Context: an optimization exercise on an open-source flow, tuned for small area, a short achievable clock period and few clock cycles. The choices shown serve that exercise and are no tape-out recipe.
RTL that was checked went through simulation tests only; none was proved equivalent to the original.
Power is estimated from default activity; no workload was simulated.

==> trial 59: inputs <==
==> flow/design.v <==
module huffman(clk, reset, gray_valid, gray_data, CNT_valid, CNT1, CNT2, CNT3, CNT4, CNT5, CNT6,code_valid, HC1, HC2, HC3, HC4, HC5, HC6, M1, M2, M3, M4, M5, M6);
input clk;
input reset;
input gray_valid;
input [7:0] gray_data;
output reg CNT_valid;
output [7:0] CNT1, CNT2, CNT3, CNT4, CNT5, CNT6;
output reg code_valid;
output [7:0] HC1, HC2, HC3, HC4, HC5, HC6;
output [7:0] M1, M2, M3, M4, M5, M6;
integer i;
function lt7;
	input [6:0] a, b;
	reg [6:0] l, g;
	reg l10, g10, l32, g32, l54, g54, l30, g30, l64, g64;
	begin
		l = ~a & b;
		g = a & ~b;
		l10 = l[1] | (~g[1] & l[0]);	g10 = g[1] | (~l[1] & g[0]);
		l32 = l[3] | (~g[3] & l[2]);	g32 = g[3] | (~l[3] & g[2]);
		l54 = l[5] | (~g[5] & l[4]);	g54 = g[5] | (~l[5] & g[4]);
		l30 = l32 | (~g32 & l10);	g30 = g32 | (~l32 & g10);
		l64 = l[6] | (~g[6] & l54);	g64 = g[6] | (~l[6] & g54);
		lt7 = l64 | (~g64 & l30);
	end
endfunction
reg [3:0] st;
reg mv;
reg srt, slast, mrg;
wire [3:0] st_n = (st == 4'd0) ? {3'd0, gray_valid} :
		(st == 4'd1) ? (gray_valid ? 4'd1 : 4'd2) :
		(st == 4'd12) ? 4'd12 : (mv ? st + 4'd1 : st);
always @(posedge clk or posedge reset)
	if (reset) begin
		st <= 4'd0;
		mv <= 1'b0;
		srt <= 1'b0;
		slast <= 1'b0;
		mrg <= 1'b0;
		CNT_valid <= 1'b0;
		code_valid <= 1'b0;
	end else begin
		st <= st_n;
		mv <= (srt | mrg) & ~mv;
		srt <= (st_n >= 4'd2) & (st_n <= 4'd6);
		slast <= (st_n == 4'd6);
		mrg <= (st_n >= 4'd7) & (st_n <= 4'd11);
		CNT_valid <= (st == 4'd1) & ~gray_valid;
		code_valid <= (st == 4'd11) & mv;
	end
reg [6:0] Q [0:5];
assign CNT1 = {1'b0, Q[5]};
assign CNT2 = {1'b0, Q[0]};
assign CNT3 = {1'b0, Q[1]};
assign CNT4 = {1'b0, Q[2]};
assign CNT5 = {1'b0, Q[3]};
assign CNT6 = {1'b0, Q[4]};
wire [5:1] unsorted = {1'b0, st == 4'd2, st <= 4'd3, st <= 4'd4, st <= 4'd5};
wire [5:1] lt_c;
genvar g;
generate
	for (g = 1; g < 6; g = g + 1) begin : cmp
		assign lt_c[g] = (srt & unsorted[g]) | lt7(Q[g], Q[0]);
	end
endgenerate
reg [5:1] lt_r;
always @(posedge clk or posedge reset)
	if (reset)
		lt_r <= 5'd0;
	else
		lt_r <= lt_c;
wire [7:0] lt = {2'b00, lt_r, 1'b1};
wire [6:0] R1 = slast ? Q[1] : Q[2];
wire [6:0] R2 = slast ? Q[2] : Q[3];
wire [6:0] addA = Q[0] + R1;
wire [6:0] addB = R1 + R2;
wire sumB = slast ? lt[2] : lt[3];
wire [6:0] S = (addA & {7{~sumB}}) | (addB & {7{sumB}});
wire [5:0] inc;
assign inc[0] = gray_valid & (gray_data[2:0] == 3'd2);
assign inc[1] = gray_valid & (gray_data[2:0] == 3'd3);
assign inc[2] = gray_valid & (gray_data[2:0] == 3'd4);
assign inc[3] = gray_valid & (gray_data[2:0] == 3'd5);
assign inc[4] = gray_valid & (gray_data[2:0] == 3'd6);
assign inc[5] = gray_valid & (gray_data[2:0] == 3'd1);
reg [6:0] Qn [0:5];
reg [6:0] Qc [0:5];
reg selB, selC, selD;
always @(*) begin
	for (i = 0; i < 6; i = i + 1)
		Qc[i] = Q[i] + {6'd0, inc[i]};
	selB = mv & srt & ~slast & lt[1];
	selD = mv & (slast | mrg);
	Qn[0] = (Qc[0] & {7{~(selB | selD)}}) | (Q[1] & {7{selB}}) | (S & {7{selD}});
	for (i = 1; i < 5; i = i + 1) begin
		selB = mv & ((srt & lt[i+1]) | (mrg & (i > 1) & ~lt[i+2] & ~lt[i+1]));
		selC = mv & mrg & (i > 1) & lt[i+2];
		selD = mv & ((srt & ~lt[i+1] & lt[i]) | (mrg & (i > 1) & ~lt[i+2] & lt[i+1]));
		Qn[i] = (Qc[i] & {7{~(selB | selC | selD)}}) | (Q[(i+1)%6] & {7{selB}})
			| (Q[(i+2)%6] & {7{selC}}) | (Q[0] & {7{selD}});
	end
	selD = mv & srt & lt[5];
	Qn[5] = (Qc[5] & {7{~(selD | (mv & mrg))}}) | (Q[0] & {7{selD}}) | {7{mv & mrg}};
end
always @(posedge clk or posedge reset)
	if (reset) begin
		for (i = 0; i < 6; i = i + 1)
			Q[i] <= 7'd0;
	end else begin
		for (i = 0; i < 6; i = i + 1)
			Q[i] <= Qn[i];
	end
wire [2:0] ins_s = {lt[4], lt[2] & ~lt[4], (lt[1] & ~lt[2]) | (lt[3] & ~lt[4]) | lt[5]};
wire [2:0] ins_m = {lt[5], lt[3] & ~lt[5], (lt[2] & ~lt[3]) | (lt[4] & ~lt[5])};
reg [2:0] nv [0:7];
always @(*) begin
	if (mrg) begin
		nv[0] = ins_m;
		nv[1] = ins_m;
		for (i = 2; i < 6; i = i + 1)
			nv[i] = lt[i] ? i - 2 : i - 1;
	end else begin
		nv[0] = ins_s;
		for (i = 1; i < 6; i = i + 1)
			nv[i] = lt[i] ? i - 1 : i;
	end
	nv[6] = 3'd0;
	nv[7] = 3'd0;
end
reg [2:0] P [0:5];
reg [4:0] T [0:5];
reg [4:0] H [0:5];
always @(posedge clk or posedge reset)
	if (reset) begin
		P[0] <= 3'd5;
		for (i = 1; i < 6; i = i + 1)
			P[i] <= i - 1;
		for (i = 0; i < 6; i = i + 1) begin
			T[i] <= 5'd0;
			H[i] <= 5'd0;
		end
	end else begin
		for (i = 0; i < 6; i = i + 1) begin
			if (mv)
				P[i] <= nv[P[i]];
			if (mv & mrg & (P[i] <= 3'd1)) begin
				T[i] <= {T[i][3:0], 1'b1};
				if (P[i] == 3'd0)
					H[i] <= H[i] | ({T[i][3:0], 1'b1} & ~T[i]);
			end
		end
	end
assign HC1 = {3'b0, H[0]};	assign M1 = {3'b0, T[0][4:1], 1'b1};
assign HC2 = {3'b0, H[1]};	assign M2 = {3'b0, T[1][4:1], 1'b1};
assign HC3 = {3'b0, H[2]};	assign M3 = {3'b0, T[2][4:1], 1'b1};
assign HC4 = {3'b0, H[3]};	assign M4 = {3'b0, T[3][4:1], 1'b1};
assign HC5 = {3'b0, H[4]};	assign M5 = {3'b0, T[4][4:1], 1'b1};
assign HC6 = {3'b0, H[5]};	assign M6 = {3'b0, T[5][4:1], 1'b1};
endmodule
==> flow/run.sh <==
#!/bin/bash
# synth_recipe.tcl (not shown) runs the flow's synth.tcl, then flattens the netlist and writes it again
# the make line also repeats each setting of config.mk as NAME=value (left out here)
make -C /OpenROAD-flow-scripts/flow DESIGN_CONFIG=/design/flow/config.mk WORK_HOME=/design/flow/orfs CLKGATE_MAP_FILE= SYNTH_SCRIPT=/design/flow/synth_recipe.tcl finish
==> flow/config.mk <==
export PLATFORM = sky130hd
export DESIGN_NAME = huffman
export DESIGN_NICKNAME = huffman
export VERILOG_FILES = /design/flow/design.v
export SDC_FILE = /design/flow/constraint.sdc
export NUM_CORES = 4
export LEC_CHECK = 0
export CAP_MARGIN = 20
export CORE_MARGIN = 2
export CORE_UTILIZATION = 40
export SETUP_SLACK_MARGIN = 3.0
export SLEW_MARGIN = 20
==> flow/constraint.sdc <==
create_clock -name core_clock -period 5.0 [get_ports {clk}]
set_input_delay 1.0000 -clock core_clock [delete_from_list [all_inputs] [get_ports {clk}]]
set_output_delay 1.0000 -clock core_clock [all_outputs]
set_load 0.01 [all_outputs]
==> inputs of trial 6, as changes to trial 59 <==
--- a/flow/design.v
+++ b/flow/design.v
@@ -27,6 +27,7 @@
 reg [3:0] st;
 reg mv;
 reg srt, slast, mrg;
+wire img_end = (st == 4'd1) & ~gray_valid;
 wire [3:0] st_n = (st == 4'd0) ? {3'd0, gray_valid} :
 		(st == 4'd1) ? (gray_valid ? 4'd1 : 4'd2) :
 		(st == 4'd12) ? 4'd12 : (mv ? st + 4'd1 : st);
@@ -41,11 +42,11 @@
 		code_valid <= 1'b0;
 	end else begin
 		st <= st_n;
-		mv <= (srt | mrg) & ~mv;
+		mv <= img_end | ((srt | mrg) & (~mv | (st_n == 4'd11)));
 		srt <= (st_n >= 4'd2) & (st_n <= 4'd6);
 		slast <= (st_n == 4'd6);
 		mrg <= (st_n >= 4'd7) & (st_n <= 4'd11);
-		CNT_valid <= (st == 4'd1) & ~gray_valid;
+		CNT_valid <= img_end;
 		code_valid <= (st == 4'd11) & mv;
 	end
 reg [6:0] Q [0:5];
@@ -55,12 +56,12 @@
 assign CNT4 = {1'b0, Q[2]};
 assign CNT5 = {1'b0, Q[3]};
 assign CNT6 = {1'b0, Q[4]};
-wire [5:1] unsorted = {1'b0, st == 4'd2, st <= 4'd3, st <= 4'd4, st <= 4'd5};
+wire [5:1] unsorted = {1'b0, st <= 4'd2, st <= 4'd3, st <= 4'd4, st <= 4'd5};
 wire [5:1] lt_c;
 genvar g;
 generate
 	for (g = 1; g < 6; g = g + 1) begin : cmp
-		assign lt_c[g] = (srt & unsorted[g]) | lt7(Q[g], Q[0]);
+		assign lt_c[g] = unsorted[g] | lt7(Q[g], Q[0]);
 	end
 endgenerate
 reg [5:1] lt_r;
@@ -70,12 +71,9 @@
 	else
 		lt_r <= lt_c;
 wire [7:0] lt = {2'b00, lt_r, 1'b1};
-wire [6:0] R1 = slast ? Q[1] : Q[2];
-wire [6:0] R2 = slast ? Q[2] : Q[3];
-wire [6:0] addA = Q[0] + R1;
-wire [6:0] addB = R1 + R2;
-wire sumB = slast ? lt[2] : lt[3];
-wire [6:0] S = (addA & {7{~sumB}}) | (addB & {7{sumB}});
+wire [6:0] addA = Q[0] + Q[1];
+wire [6:0] addB = Q[1] + Q[2];
+wire [6:0] S = (addA & {7{~lt[2]}}) | (addB & {7{lt[2]}});
 wire [5:0] inc;
 assign inc[0] = gray_valid & (gray_data[2:0] == 3'd2);
 assign inc[1] = gray_valid & (gray_data[2:0] == 3'd3);
@@ -83,24 +81,25 @@
 assign inc[3] = gray_valid & (gray_data[2:0] == 3'd5);
 assign inc[4] = gray_valid & (gray_data[2:0] == 3'd6);
 assign inc[5] = gray_valid & (gray_data[2:0] == 3'd1);
+wire sm = mv & srt & ~slast;
+wire mm = mv & (slast | mrg);
 reg [6:0] Qn [0:5];
 reg [6:0] Qc [0:5];
 reg selB, selC, selD;
 always @(*) begin
 	for (i = 0; i < 6; i = i + 1)
 		Qc[i] = Q[i] + {6'd0, inc[i]};
-	selB = mv & srt & ~slast & lt[1];
-	selD = mv & (slast | mrg);
-	Qn[0] = (Qc[0] & {7{~(selB | selD)}}) | (Q[1] & {7{selB}}) | (S & {7{selD}});
+	selB = sm & lt[1];
+	Qn[0] = (Qc[0] & {7{~(selB | mm)}}) | (Q[1] & {7{selB}}) | (S & {7{mm}});
 	for (i = 1; i < 5; i = i + 1) begin
-		selB = mv & ((srt & lt[i+1]) | (mrg & (i > 1) & ~lt[i+2] & ~lt[i+1]));
-		selC = mv & mrg & (i > 1) & lt[i+2];
-		selD = mv & ((srt & ~lt[i+1] & lt[i]) | (mrg & (i > 1) & ~lt[i+2] & lt[i+1]));
+		selB = (sm & lt[i+1]) | (mm & ~lt[i+2] & ~lt[i+1]);
+		selC = mm & lt[i+2];
+		selD = (sm & ~lt[i+1] & lt[i]) | (mm & ~lt[i+2] & lt[i+1]);
 		Qn[i] = (Qc[i] & {7{~(selB | selC | selD)}}) | (Q[(i+1)%6] & {7{selB}})
 			| (Q[(i+2)%6] & {7{selC}}) | (Q[0] & {7{selD}});
 	end
-	selD = mv & srt & lt[5];
-	Qn[5] = (Qc[5] & {7{~(selD | (mv & mrg))}}) | (Q[0] & {7{selD}}) | {7{mv & mrg}};
+	selD = sm & lt[5];
+	Qn[5] = (Qc[5] & {7{~(selD | mm)}}) | (Q[0] & {7{selD}}) | {7{mm}};
 end
 always @(posedge clk or posedge reset)
 	if (reset) begin
@@ -110,26 +109,33 @@
 		for (i = 0; i < 6; i = i + 1)
 			Q[i] <= Qn[i];
 	end
-wire [2:0] ins_s = {lt[4], lt[2] & ~lt[4], (lt[1] & ~lt[2]) | (lt[3] & ~lt[4]) | lt[5]};
-wire [2:0] ins_m = {lt[5], lt[3] & ~lt[5], (lt[2] & ~lt[3]) | (lt[4] & ~lt[5])};
+wire [2:0] ins = {lt[4], lt[2] & ~lt[4], (lt[1] & ~lt[2]) | (lt[3] & ~lt[4]) | lt[5]};
+function [2:0] place;
+	input [2:0] m;
+	place = (m == 3'd0) ? 3'd0 : (m == 3'd1) ? 3'd5 : m - 3'd1;
+endfunction
 reg [2:0] nv [0:7];
 always @(*) begin
-	if (mrg) begin
-		nv[0] = ins_m;
-		nv[1] = ins_m;
-		for (i = 2; i < 6; i = i + 1)
-			nv[i] = lt[i] ? i - 2 : i - 1;
-	end else begin
-		nv[0] = ins_s;
+	if (mm) begin
+		nv[0] = place(ins);
+		for (i = 1; i < 5; i = i + 1)
+			nv[i] = lt[i] ? place(i - 1) : place(i);
+		nv[5] = slast ? (lt[5] ? place(4) : place(5)) : place(ins);
+	end else if (sm) begin
+		nv[0] = ins;
 		for (i = 1; i < 6; i = i + 1)
 			nv[i] = lt[i] ? i - 1 : i;
+	end else begin
+		for (i = 0; i < 6; i = i + 1)
+			nv[i] = i;
 	end
-	nv[6] = 3'd0;
-	nv[7] = 3'd0;
+	nv[6] = 3'd6;
+	nv[7] = 3'd7;
 end
 reg [2:0] P [0:5];
 reg [4:0] T [0:5];
 reg [4:0] H [0:5];
+reg lo, hi;
 always @(posedge clk or posedge reset)
 	if (reset) begin
 		P[0] <= 3'd5;
@@ -141,13 +147,11 @@
 		end
 	end else begin
 		for (i = 0; i < 6; i = i + 1) begin
-			if (mv)
-				P[i] <= nv[P[i]];
-			if (mv & mrg & (P[i] <= 3'd1)) begin
-				T[i] <= {T[i][3:0], 1'b1};
-				if (P[i] == 3'd0)
-					H[i] <= H[i] | ({T[i][3:0], 1'b1} & ~T[i]);
-			end
+			P[i] <= nv[P[i]];
+			lo = mv & mrg & (P[i] == 3'd0);
+			hi = mv & mrg & (P[i] == 3'd5);
+			T[i] <= T[i] | ({5{lo | hi}} & {T[i][3:0], 1'b1});
+			H[i] <= H[i] | ({5{lo}} & {T[i][3:0], 1'b1} & ~T[i]);
 		end
 	end
 assign HC1 = {3'b0, H[0]};	assign M1 = {3'b0, T[0][4:1], 1'b1};
==> flow/flow/run.sh (new file) <==
#!/bin/bash
# Own flow: the standard synthesis and layout (standard.sh), with the
# port buffers made of the smallest plain buffer cell. The make output goes
# to layout.log here.
set -euo pipefail
bash standard.sh BUFFER_PORTS_ARGS="-buffer_cell sky130_fd_sc_hd__buf_1" finish > "$PWD/layout.log" 2>&1
==> flow/standard.sh (new file) <==
#!/bin/bash
# synth_recipe.tcl (not shown) runs the flow's synth.tcl, then flattens the netlist and writes it again
# the make line also repeats each setting of config.mk as NAME=value (left out here)
make -C /OpenROAD-flow-scripts/flow DESIGN_CONFIG=/design/flow/config.mk WORK_HOME=/design/flow/orfs CLKGATE_MAP_FILE= SYNTH_SCRIPT=/design/flow/synth_recipe.tcl "${@:-finish}"
--- a/flow/config.mk
+++ b/flow/config.mk
@@ -8,5 +8,5 @@
 export CAP_MARGIN = 20
 export CORE_MARGIN = 2
 export CORE_UTILIZATION = 40
-export SETUP_SLACK_MARGIN = 3.0
+export SETUP_SLACK_MARGIN = 2.8
 export SLEW_MARGIN = 20
removed: flow/run.sh
==> summary of the runs <==
- In trial 6 the sequential power is larger than in trial 59, by about 5%.
- In register-to-register slack, trial 6 and trial 59 hardly differ.
- Of trial 6 and trial 59, trial 6 has the higher sequential share of layout area (gap 3.2 points).
- Sequential cell count is the same in trial 6 and trial 59.
- Between trial 59 and trial 6, the lower non-clock buffer count is in trial 6 (gap 72).
- Worst hold slack: trial 6 is better than trial 59 (12 ps).
- Against trial 59, the final cell count of trial 6 is smaller by about 4%.
- Count of clock-buffer cells in the layout is the same in trial 6 and trial 59.
Testbench counts of trial 59, summed over its fixed seeds: cycles 48,400.
The RTL of trial 6 was laid out without a check of its function.

port drivers added, routing unchanged:
No port has a modelled driver above. Below, the same layouts with a new extraction and two added sets of constraints. Step 1 (the two cells are an assumption about what drives the block):
set clk [get_ports {clk}]
set_driving_cell -lib_cell sky130_fd_sc_hd__clkbuf_16 $clk
set_driving_cell -lib_cell sky130_fd_sc_hd__buf_2 [delete_from_list [all_inputs] $clk]
Step 2 also shifts input and output timing later by t, the mid clock arrival at the registers, as if the neighbouring blocks saw the same clock. Three values: no drivers, after step 1, after step 2; two values: the first two.
run	shift t [ns]	setup slack, ns	cell pins on the clock port's net
trial 59	0.472	2.718 / 2.718 / 2.412	1
trial 6	0.469	2.704 / 2.704 / 2.403	1
After both steps every run listed still meets setup and hold. The setup slack of trial 59, which loses most, moves by 0.000 ns with the drivers and by -0.306 ns with both steps.
